Context: an optimization exercise on an open-source flow, tuned for small area and a short achievable clock period. The choices shown serve that exercise and are no tape-out recipe. Function was checked by simulation only, so behaviour that the tests miss may differ from the original.

==> flow/design.v (excerpt) <==
module fmac_top (
    input          i_clk,
    input          i_reset_n,
    input          i_sel,
    input  [7:0]   i_Act_E,
    input  [63:0]  i_Act_M,
    input  [7:0]   i_Weight_E,
    input  [63:0]  i_Weight_M,
    input  [7:0]   i_ACC_E,
    input  [23:0]  i_ACC_M,
    output [7:0]   o_Weight_E,
    output [63:0]  o_Weight_M,
    output [7:0]   o_Act_E,
    output [127:0] o_Act_M,
    output [7:0]   o_ACC_E,
    output [23:0]  o_ACC_M
);
Size: ~160 flip-flops, roughly 420 I/O pins.
Settings: LEC_CHECK=0, ABC_AREA=1, CAP_MARGIN=20, CORE_MARGIN=2, CORE_UTILIZATION=40, CTS_BUF_LIST=sky130_fd_sc_hd__clkbuf_8, PLACE_DENSITY=0.75, SLEW_MARGIN=20; clock period 18.0 ns.
standard.sh (not shown) runs the stock make flow with config.mk's settings and CLKGATE_MAP_FILE= SYNTH_SCRIPT=/design/flow/synth_recipe.tcl, a recipe that flattens the netlist after the stock synthesis.
==> flow/flow/run.sh <==
#!/bin/bash
# Own layout flow: the standard ORFS flow (standard.sh) with these changes:
#  - synthesis leaves adders to ABC (no full/half-adder cell extraction),
#  - port buffers use the smallest buffer cell,
#  - timing repair aims at a setup slack margin of 8.7 ns.
# Each tool's full output stays in orfs/logs/; make's output in run_flow.log.
set -euo pipefail
bash standard.sh ADDER_MAP_FILE= \
  "BUFFER_PORTS_ARGS=-buffer_cell sky130_fd_sc_hd__buf_1" \
  "CTS_ARGS=-sink_clustering_enable -repair_clock_nets -buf_list sky130_fd_sc_hd__clkbuf_8 -dont_use_dummy_load" \
  SETUP_MOVE_SEQUENCE=sizeup,swap SETUP_SLACK_MARGIN=8.7 finish > run_flow.log 2>&1
==> next run, changes <==
--- a/flow/flow/run.sh
+++ b/flow/flow/run.sh
@@ -10,2 +10,2 @@
   "CTS_ARGS=-sink_clustering_enable -repair_clock_nets -buf_list sky130_fd_sc_hd__clkbuf_8 -dont_use_dummy_load" \
-  SETUP_MOVE_SEQUENCE=sizeup,swap SETUP_SLACK_MARGIN=8.7 finish > run_flow.log 2>&1
+  SETUP_SLACK_MARGIN=8.5 finish > run_flow.log 2>&1
Outcome: Core utilization drops by 2.3 points; fmax climbs slightly; non-clock buffer count climbs by 3; design area drops by a few percent; worst setup slack improved by 0.049 ns; hold slack improved by 0.0050 ns; routed wire length drops slightly.
==> next run, changes <==
==> flow/flow/run.sh (replaced) <==
#!/bin/bash
# Own layout flow: the standard ORFS flow, with two changes:
#  - synthesis leaves adders to ABC (no full/half-adder cell extraction),
#  - port buffers use the smallest buffer cell.
set -euo pipefail
bash standard.sh ADDER_MAP_FILE= \
  "BUFFER_PORTS_ARGS=-buffer_cell sky130_fd_sc_hd__buf_1" \
  finish > run_flow.log 2>&1
- CTS_BUF_LIST: sky130_fd_sc_hd__clkbuf_8 -> unset
- PLACE_DENSITY: 0.75 -> unset
=>
- via count came out higher by 2.8%
- hold slack degrades by 0.039 ns
- area after synthesis is unchanged
- clock-buffer cell count stays the same
- worst setup slack degrades by 0.57 ns
- global-route usage came out higher by 0.62 points
==> next run, changes <==
- CORE_UTILIZATION: 40 -> 75
- CTS_BUF_LIST: unset -> sky130_fd_sc_hd__clkbuf_8
Outcome:
- worst hold slack is worse by 0.11 ns
- final area is lower by 2.6%
- global-route usage is higher by 21 points
- synthesized cell count is unchanged
- final cell count is lower by 7.0%
- flip-flop and latch count does not change
- setup slack is worse by 0.56 ns
==> next run, changes <==
==> flow/flow/run.sh (replaced) <==
#!/bin/bash
# Own layout flow: the standard ORFS flow (standard.sh) with three changes:
#  - synthesis leaves adders to ABC (no full/half-adder cell extraction),
#  - port buffers use the smallest buffer cell,
#  - timing repair aims at a setup slack margin of 8.9 ns.
# Each tool's full output stays in orfs/logs/; make's output in run_flow.log.
set -euo pipefail
bash standard.sh ADDER_MAP_FILE= \
  "BUFFER_PORTS_ARGS=-buffer_cell sky130_fd_sc_hd__buf_1" \
  "CTS_ARGS=-sink_clustering_enable -repair_clock_nets -buf_list sky130_fd_sc_hd__clkbuf_8 -dont_use_dummy_load" \
  SETUP_SLACK_MARGIN=8.9 finish > run_flow.log 2>&1
- CORE_UTILIZATION: 75 -> 40
Final cell count rises by 7.7%.
Hold slack improved by 0.059 ns.
Wire length drops by 7.5%.
First-iteration DRC count decreases by 58%.
Critical path depth decreases by 7.
Via count shrinks by 8.2%.
Global-route usage drops by 21 points.
==> next run, changes <==
==> flow/flow/run.sh (replaced) <==
#!/bin/bash
# Own layout flow: the standard ORFS flow (standard.sh) with these changes:
#  - synthesis leaves adders to ABC (no full/half-adder cell extraction),
#  - port buffers use the smallest buffer cell,
#  - timing repair aims at a setup slack margin of 8.7 ns.
# Each tool's full output stays in orfs/logs/; make's output in run_flow.log.
set -euo pipefail
bash standard.sh ADDER_MAP_FILE= \
  "BUFFER_PORTS_ARGS=-buffer_cell sky130_fd_sc_hd__buf_1" \
  "CTS_ARGS=-sink_clustering_enable -repair_clock_nets -buf_list sky130_fd_sc_hd__clkbuf_8 -dont_use_dummy_load" \
  SETUP_SLACK_MARGIN=8.7 finish > run_flow.log 2>&1
After rerunning:
- die area stays the same
- critical path depth is unchanged
- final cell count falls by 0.42%
- count of clock-buffer cells in the layout does not change
- core utilization goes down by 1.3 points
- hold slack stays flat
- maximum frequency came out lower by 1.4%
- worst setup slack loses 0.12 ns

* * *

Starting RTL as in the previous note.
Settings: LEC_CHECK=0, ABC_AREA=1, CAP_MARGIN=20, CORE_MARGIN=2, CORE_UTILIZATION=40, CTS_BUF_LIST=sky130_fd_sc_hd__clkbuf_8, PLACE_DENSITY=0.75, SLEW_MARGIN=20; clock period 18.0 ns.
==> flow/flow/run.sh <==
#!/bin/bash
# Own layout flow: the standard ORFS flow (standard.sh) with these changes:
#  - synthesis leaves adders to ABC (no full/half-adder cell extraction),
#  - port buffers use the smallest buffer cell,
#  - timing repair aims at a setup slack margin of 8.7 ns.
# Each tool's full output stays in orfs/logs/; make's output in run_flow.log.
set -euo pipefail
bash standard.sh ADDER_MAP_FILE= \
  "BUFFER_PORTS_ARGS=-buffer_cell sky130_fd_sc_hd__buf_1" \
  "CTS_ARGS=-sink_clustering_enable -repair_clock_nets -buf_list sky130_fd_sc_hd__clkbuf_8 -dont_use_dummy_load" \
  SETUP_SLACK_MARGIN=8.7 finish > run_flow.log 2>&1
Then changed:
==> flow/flow/run.sh (replaced) <==
#!/bin/bash
# Own layout flow: the standard ORFS flow, with two changes:
#  - synthesis leaves adders to ABC (no full/half-adder cell extraction),
#  - port buffers use the smallest buffer cell.
set -euo pipefail
bash standard.sh ADDER_MAP_FILE= \
  "BUFFER_PORTS_ARGS=-buffer_cell sky130_fd_sc_hd__buf_1" \
  SETUP_SLACK_MARGIN=8.9 finish > run_flow.log 2>&1
--- a/flow/config.mk
+++ b/flow/config.mk
@@ -12,2 +11,0 @@
-export CTS_BUF_LIST = sky130_fd_sc_hd__clkbuf_8
-export PLACE_DENSITY = 0.75
Critical path depth fell by 8.
Core utilization came out higher by 2.5 points.
Global-route usage goes up by 0.70 points.
Setup slack gets worse by 0.070 ns.
Then changed:
==> flow/flow/run.sh (replaced) <==
#!/bin/bash
# Own layout flow: the standard ORFS flow (standard.sh) with three changes:
#  - synthesis leaves adders to ABC (no full/half-adder cell extraction),
#  - port buffers use the smallest buffer cell,
#  - timing repair aims at a setup slack margin of 9.5 ns.
# Each tool's full output stays in orfs/logs/; make's output in run_flow.log.
set -euo pipefail
bash standard.sh ADDER_MAP_FILE= \
  "BUFFER_PORTS_ARGS=-buffer_cell sky130_fd_sc_hd__buf_1" \
  SETUP_SLACK_MARGIN=9.5 finish > run_flow.log 2>&1
--- a/flow/config.mk
+++ b/flow/config.mk
@@ -11,0 +12 @@
+export CTS_BUF_LIST = sky130_fd_sc_hd__clkbuf_8
Non-clock buffer count rose by 88.
Via count rises by a few percent.
Final area climbs by about a fifth.
Count of clock-buffer cells in the layout stays the same.
Setup slack gains 0.29 ns.
Fmax went up by a few percent.
Critical path depth increases by 8.
Hold slack degrades by 0.075 ns.
Core utilization went up by 7.3 points.
Routed wire length goes up by a little under a tenth.

* * *

Starting RTL as in the previous note.
export LEC_CHECK = 0
export ABC_AREA = 1
export CAP_MARGIN = 20
export CORE_MARGIN = 2
export CORE_UTILIZATION = 40
export CTS_BUF_LIST = sky130_fd_sc_hd__clkbuf_8
export SLEW_MARGIN = 20
create_clock -name core_clock -period 18.0 [get_ports {i_clk}]
==> flow/flow/run.sh <==
#!/bin/bash
# Own layout flow: the standard ORFS flow (standard.sh) with three changes:
#  - synthesis leaves adders to ABC (no full/half-adder cell extraction),
#  - port buffers use the smallest buffer cell,
#  - timing repair aims at a setup slack margin of 8.9 ns.
# Each tool's full output stays in orfs/logs/; make's output in run_flow.log.
set -euo pipefail
bash standard.sh ADDER_MAP_FILE= \
  "BUFFER_PORTS_ARGS=-buffer_cell sky130_fd_sc_hd__buf_1" \
  SETUP_SLACK_MARGIN=8.9 finish > run_flow.log 2>&1
The starting point went through all stages and came out clean.
Next try:
==> flow/flow/run.sh (replaced) <==
#!/bin/bash
# Own layout flow: the standard ORFS flow (standard.sh) with these changes:
#  - synthesis leaves adders to ABC (no full/half-adder cell extraction),
#  - port buffers use the smallest buffer cell,
#  - timing repair aims at a setup slack margin of 8.7 ns.
# Each tool's full output stays in orfs/logs/; make's output in run_flow.log.
set -euo pipefail
bash standard.sh ADDER_MAP_FILE= \
  "BUFFER_PORTS_ARGS=-buffer_cell sky130_fd_sc_hd__buf_1" \
  "CTS_ARGS=-sink_clustering_enable -repair_clock_nets -buf_list sky130_fd_sc_hd__clkbuf_8 -dont_use_dummy_load" \
  SETUP_SLACK_MARGIN=8.7 finish > run_flow.log 2>&1
--- a/flow/config.mk
+++ b/flow/config.mk
@@ -12,2 +12,3 @@
 export CTS_BUF_LIST = sky130_fd_sc_hd__clkbuf_8
+export PLACE_DENSITY = 0.75
 export SLEW_MARGIN = 20
Cell area shrinks by 3.4%.
Die area does not change.
Clock-buffer cell count is unchanged.
Cell count shrinks by about 0.65%.
Sequential share of layout area grows by 0.79 points.
Next try:
==> flow/flow/run.sh (replaced) <==
#!/bin/bash
# Own layout flow: the standard ORFS flow, with two changes:
#  - synthesis leaves adders to ABC (no full/half-adder cell extraction),
#  - port buffers use the smallest buffer cell.
set -euo pipefail
bash standard.sh ADDER_MAP_FILE= \
  "BUFFER_PORTS_ARGS=-buffer_cell sky130_fd_sc_hd__buf_1" \
  SETUP_SLACK_MARGIN=9.4 finish > run_flow.log 2>&1
--- a/flow/config.mk
+++ b/flow/config.mk
@@ -11,4 +11,2 @@
 export CORE_UTILIZATION = 40
-export CTS_BUF_LIST = sky130_fd_sc_hd__clkbuf_8
-export PLACE_DENSITY = 0.75
 export SLEW_MARGIN = 20
=>
- die area stays the same
- setup slack improves by 0.12 ns
- area after synthesis does not change
Next try:
==> flow/flow/run.sh (replaced) <==
#!/bin/bash
# Own layout flow: the standard ORFS flow (standard.sh) with three changes:
#  - synthesis leaves adders to ABC (no full/half-adder cell extraction),
#  - port buffers use the smallest buffer cell,
#  - timing repair aims at a setup slack margin of 8.7 ns.
# Each tool's full output stays in orfs/logs/; make's output in run_flow.log.
set -euo pipefail
bash standard.sh ADDER_MAP_FILE= \
  "BUFFER_PORTS_ARGS=-buffer_cell sky130_fd_sc_hd__buf_1" \
  SETUP_SLACK_MARGIN=8.7 finish > run_flow.log 2>&1
--- a/flow/config.mk
+++ b/flow/config.mk
@@ -11,2 +11,3 @@
 export CORE_UTILIZATION = 40
+export CTS_BUF_LIST = sky130_fd_sc_hd__clkbuf_8
 export SLEW_MARGIN = 20
Outcome: Worst setup slack loses 0.24 ns; critical path depth fell by 5; non-clock buffer count fell by 110; wire length falls by about 9%; sequential cell count is unchanged; synthesized cell count does not change; via count shrinks by about 5%; clock-buffer cell count stays the same; fmax decreases by 2.7%.

* * *

fmac_top again, from the RTL that the note above started with.
// fmac_top
module fmac_top (
    input          i_clk,
    input          i_reset_n,
    input          i_sel,
    input  [7:0]   i_Act_E,
    input  [63:0]  i_Act_M,
    input  [7:0]   i_Weight_E,
    input  [63:0]  i_Weight_M,
    input  [7:0]   i_ACC_E,
    input  [23:0]  i_ACC_M,
    output [7:0]   o_Weight_E,
    output [63:0]  o_Weight_M,
    output [7:0]   o_Act_E,
    output [127:0] o_Act_M,
    output [7:0]   o_ACC_E,
    output [23:0]  o_ACC_M
);
    fmac u_fmac (
        .i_clk      (i_clk),
        .i_reset_n  (i_reset_n),
        .i_sel      (i_sel),
        .i_Act_E    (i_Act_E),
        .i_Act_M    (i_Act_M),
        .i_Weight_E (i_Weight_E),
        .i_Weight_M (i_Weight_M),
        .i_ACC_E    (i_ACC_E),
        .i_ACC_M    (i_ACC_M),
        .o_Weight_E (o_Weight_E),
        .o_Weight_M (o_Weight_M),
        .o_Act_E    (o_Act_E),
        .o_Act_M    (o_Act_M),
        .o_ACC_E    (o_ACC_E),
        .o_ACC_M    (o_ACC_M)
    );
endmodule
clock: 18.0 ns
lec_check: 0
abc_area: 1
cap_margin: 20
core_margin: 2
core_utilization: 40
cts_buf_list: sky130_fd_sc_hd__clkbuf_8
place_density: 0.75
slew_margin: 20
==> flow/flow/run.sh <==
#!/bin/bash
# Own layout flow: the standard ORFS flow (standard.sh) with these changes:
#  - synthesis leaves adders to ABC (no full/half-adder cell extraction),
#  - port buffers use the smallest buffer cell,
#  - timing repair aims at a setup slack margin of 8.7 ns.
# Each tool's full output stays in orfs/logs/; make's output in run_flow.log.
set -euo pipefail
bash standard.sh ADDER_MAP_FILE= \
  "BUFFER_PORTS_ARGS=-buffer_cell sky130_fd_sc_hd__buf_1" \
  "CTS_ARGS=-sink_clustering_enable -repair_clock_nets -buf_list sky130_fd_sc_hd__clkbuf_8 -dont_use_dummy_load" \
  SETUP_SLACK_MARGIN=8.9 finish > run_flow.log 2>&1
Then changed:
==> flow/flow/run.sh (replaced) <==
#!/bin/bash
# Own layout flow: the standard ORFS flow, with two changes:
#  - synthesis leaves adders to ABC (no full/half-adder cell extraction),
#  - port buffers use the smallest buffer cell.
set -euo pipefail
bash standard.sh ADDER_MAP_FILE= \
  "BUFFER_PORTS_ARGS=-buffer_cell sky130_fd_sc_hd__buf_1" \
  finish > run_flow.log 2>&1
- CORE_UTILIZATION: 40 -> 60
- PLACE_DENSITY: 0.75 -> unset
Outcome:
- critical path depth is lower by 7
- fmax is lower by roughly a tenth
- cell count is lower by a few percent
- worst setup slack degrades by 1.0 ns
- area after synthesis stays the same
- final area is lower by a few percent
Then changed:
--- a/flow/flow/run.sh
+++ b/flow/flow/run.sh
@@ -8 +8 @@
-  finish > run_flow.log 2>&1
+  SETUP_SLACK_MARGIN=8.9 finish > run_flow.log 2>&1
- CORE_UTILIZATION: 60 -> 40
=>
- non-clock buffer count goes up by 14
- wire length went up by a few percent
- core utilization falls by 20 points
Then changed:
--- a/flow/flow/run.sh
+++ b/flow/flow/run.sh
@@ -8 +8 @@
-  SETUP_SLACK_MARGIN=8.9 finish > run_flow.log 2>&1
+  SETUP_SLACK_MARGIN=8.9 RECOVER_POWER=100 finish > run_flow.log 2>&1
- CTS_BUF_LIST: sky130_fd_sc_hd__clkbuf_8 -> unset
This time the run completed, yet does not pass: capacitance limit, slew limit.
Global-route usage barely changes.
Setup slack degrades by 1.0 ns.
Cell area goes up by 0.92%.
Fmax fell by 11%.
Final cell count stays flat.
Count of clock-buffer cells in the layout stays the same.
First-iteration DRC count is higher by 3.7%.
Sequential cell count does not change.
Then changed:
==> flow/flow/run.sh (replaced) <==
#!/bin/bash
# Own layout flow: the standard ORFS flow (standard.sh) with three changes:
#  - synthesis leaves adders to ABC (no full/half-adder cell extraction),
#  - port buffers use the smallest buffer cell,
#  - timing repair aims at a setup slack margin of 9.2 ns.
# Each tool's full output stays in orfs/logs/; make's output in run_flow.log.
set -euo pipefail
bash standard.sh ADDER_MAP_FILE= \
  "BUFFER_PORTS_ARGS=-buffer_cell sky130_fd_sc_hd__buf_1" \
  SETUP_SLACK_MARGIN=9.2 finish > run_flow.log 2>&1
- CTS_BUF_LIST: unset -> sky130_fd_sc_hd__clkbuf_8
Now the flow ran to the end with no violations.
Worst setup slack improved by 1.3 ns.
Cell area is higher by 7.1%.
Cell count is higher by about 1.2%.
Fmax is higher by about 15%.
Non-clock buffer count is higher by 38.
Wire length is higher by 2.9%.
Critical path depth is higher by 4.

## re-timing with driven ports
Ports are ideal in the flow. The routed layouts listed here were re-timed in OpenROAD. Step 1: set_driving_cell puts a clkbuf_16 on i_clk and a buf_2 on each other input, an assumption about the parent block. Step 2 also shifts input and output timing later by t, the mid clock arrival at the registers, as if the neighbouring blocks saw the same clock. Slacks: ideal ports / drivers / drivers and shift; pairs: ideal ports / drivers.
| run | shift t [ns] | setup slack, ns | worst setup path at the end | clock arrival spread, ns | worst slew at a driven data input, ns |
|---|---|---|---|---|---|
| the first run of note 1 | 0.544 | 9.118 / 9.125 / 8.581 | input to register | 0.022 / 0.022 | 0.06 |
| the second run of note 1 | 0.544 | 9.167 / 9.180 / 8.636 | input to register | 0.023 / 0.024 | 0.06 |
| the third run of note 1 | 0.517 | 8.595 / 8.622 / 8.105 | input to register | 0.015 / 0.014 | 0.07 |
| the fourth run of note 1 | 0.524 | 8.035 / 8.053 / 7.528 | input to register | 0.017 / 0.017 | 0.10 |
| the fifth run of note 1 | 0.555 | 9.317 / 9.322 / 8.766 | input to register | 0.030 / 0.031 | 0.07 |
| the sixth run of note 1 | 0.553 | 9.197 / 9.202 / 8.649 | input to register | 0.031 / 0.030 | 0.06 |
| the first run of note 2 | 0.544 | 9.351 / 9.363 / 8.820 | input to register | 0.023 / 0.023 | 0.06 |
| the second run of note 2 | 0.517 | 9.281 / 9.287 / 8.770 | input to register | 0.014 / 0.014 | 0.07 |
| the third run of note 2 | 0.586 | 9.576 / 9.595 / 9.009 | input to register | 0.012 / 0.012 | 0.06 |
| the first run of note 3 | 0.585 | 9.339 / 9.348 / 8.763 | input to register | 0.013 / 0.013 | 0.07 |
| the second run of note 3 | 0.544 | 9.351 / 9.363 / 8.820 | input to register | 0.023 / 0.023 | 0.06 |
| the third run of note 3 | 0.522 | 9.473 / 9.488 / 8.965 | input to register | 0.017 / 0.017 | 0.07 |
| the fourth run of note 3 | 0.579 | 9.236 / 9.245 / 8.666 | input to register | 0.012 / 0.012 | 0.07 |
| the first run of note 4 | 0.544 | 9.429 / 9.432 / 8.889 | input to register | 0.023 / 0.023 | 0.06 |
| the second run of note 4 | 0.520 | 8.400 / 8.407 / 7.888 | input to register | 0.022 / 0.023 | 0.06 |
| the third run of note 4 | 0.585 | 9.339 / 9.348 / 8.763 | input to register | 0.013 / 0.013 | 0.07 |
| the fourth run of note 4 | 0.517 | 8.314 / 8.344 / 7.827 | input to register | 0.014 / 0.014 | 0.07 |
| the fifth run of note 4 | 0.582 | 9.571 / 9.588 / 9.006 | input to register | 0.013 / 0.012 | 0.07 |
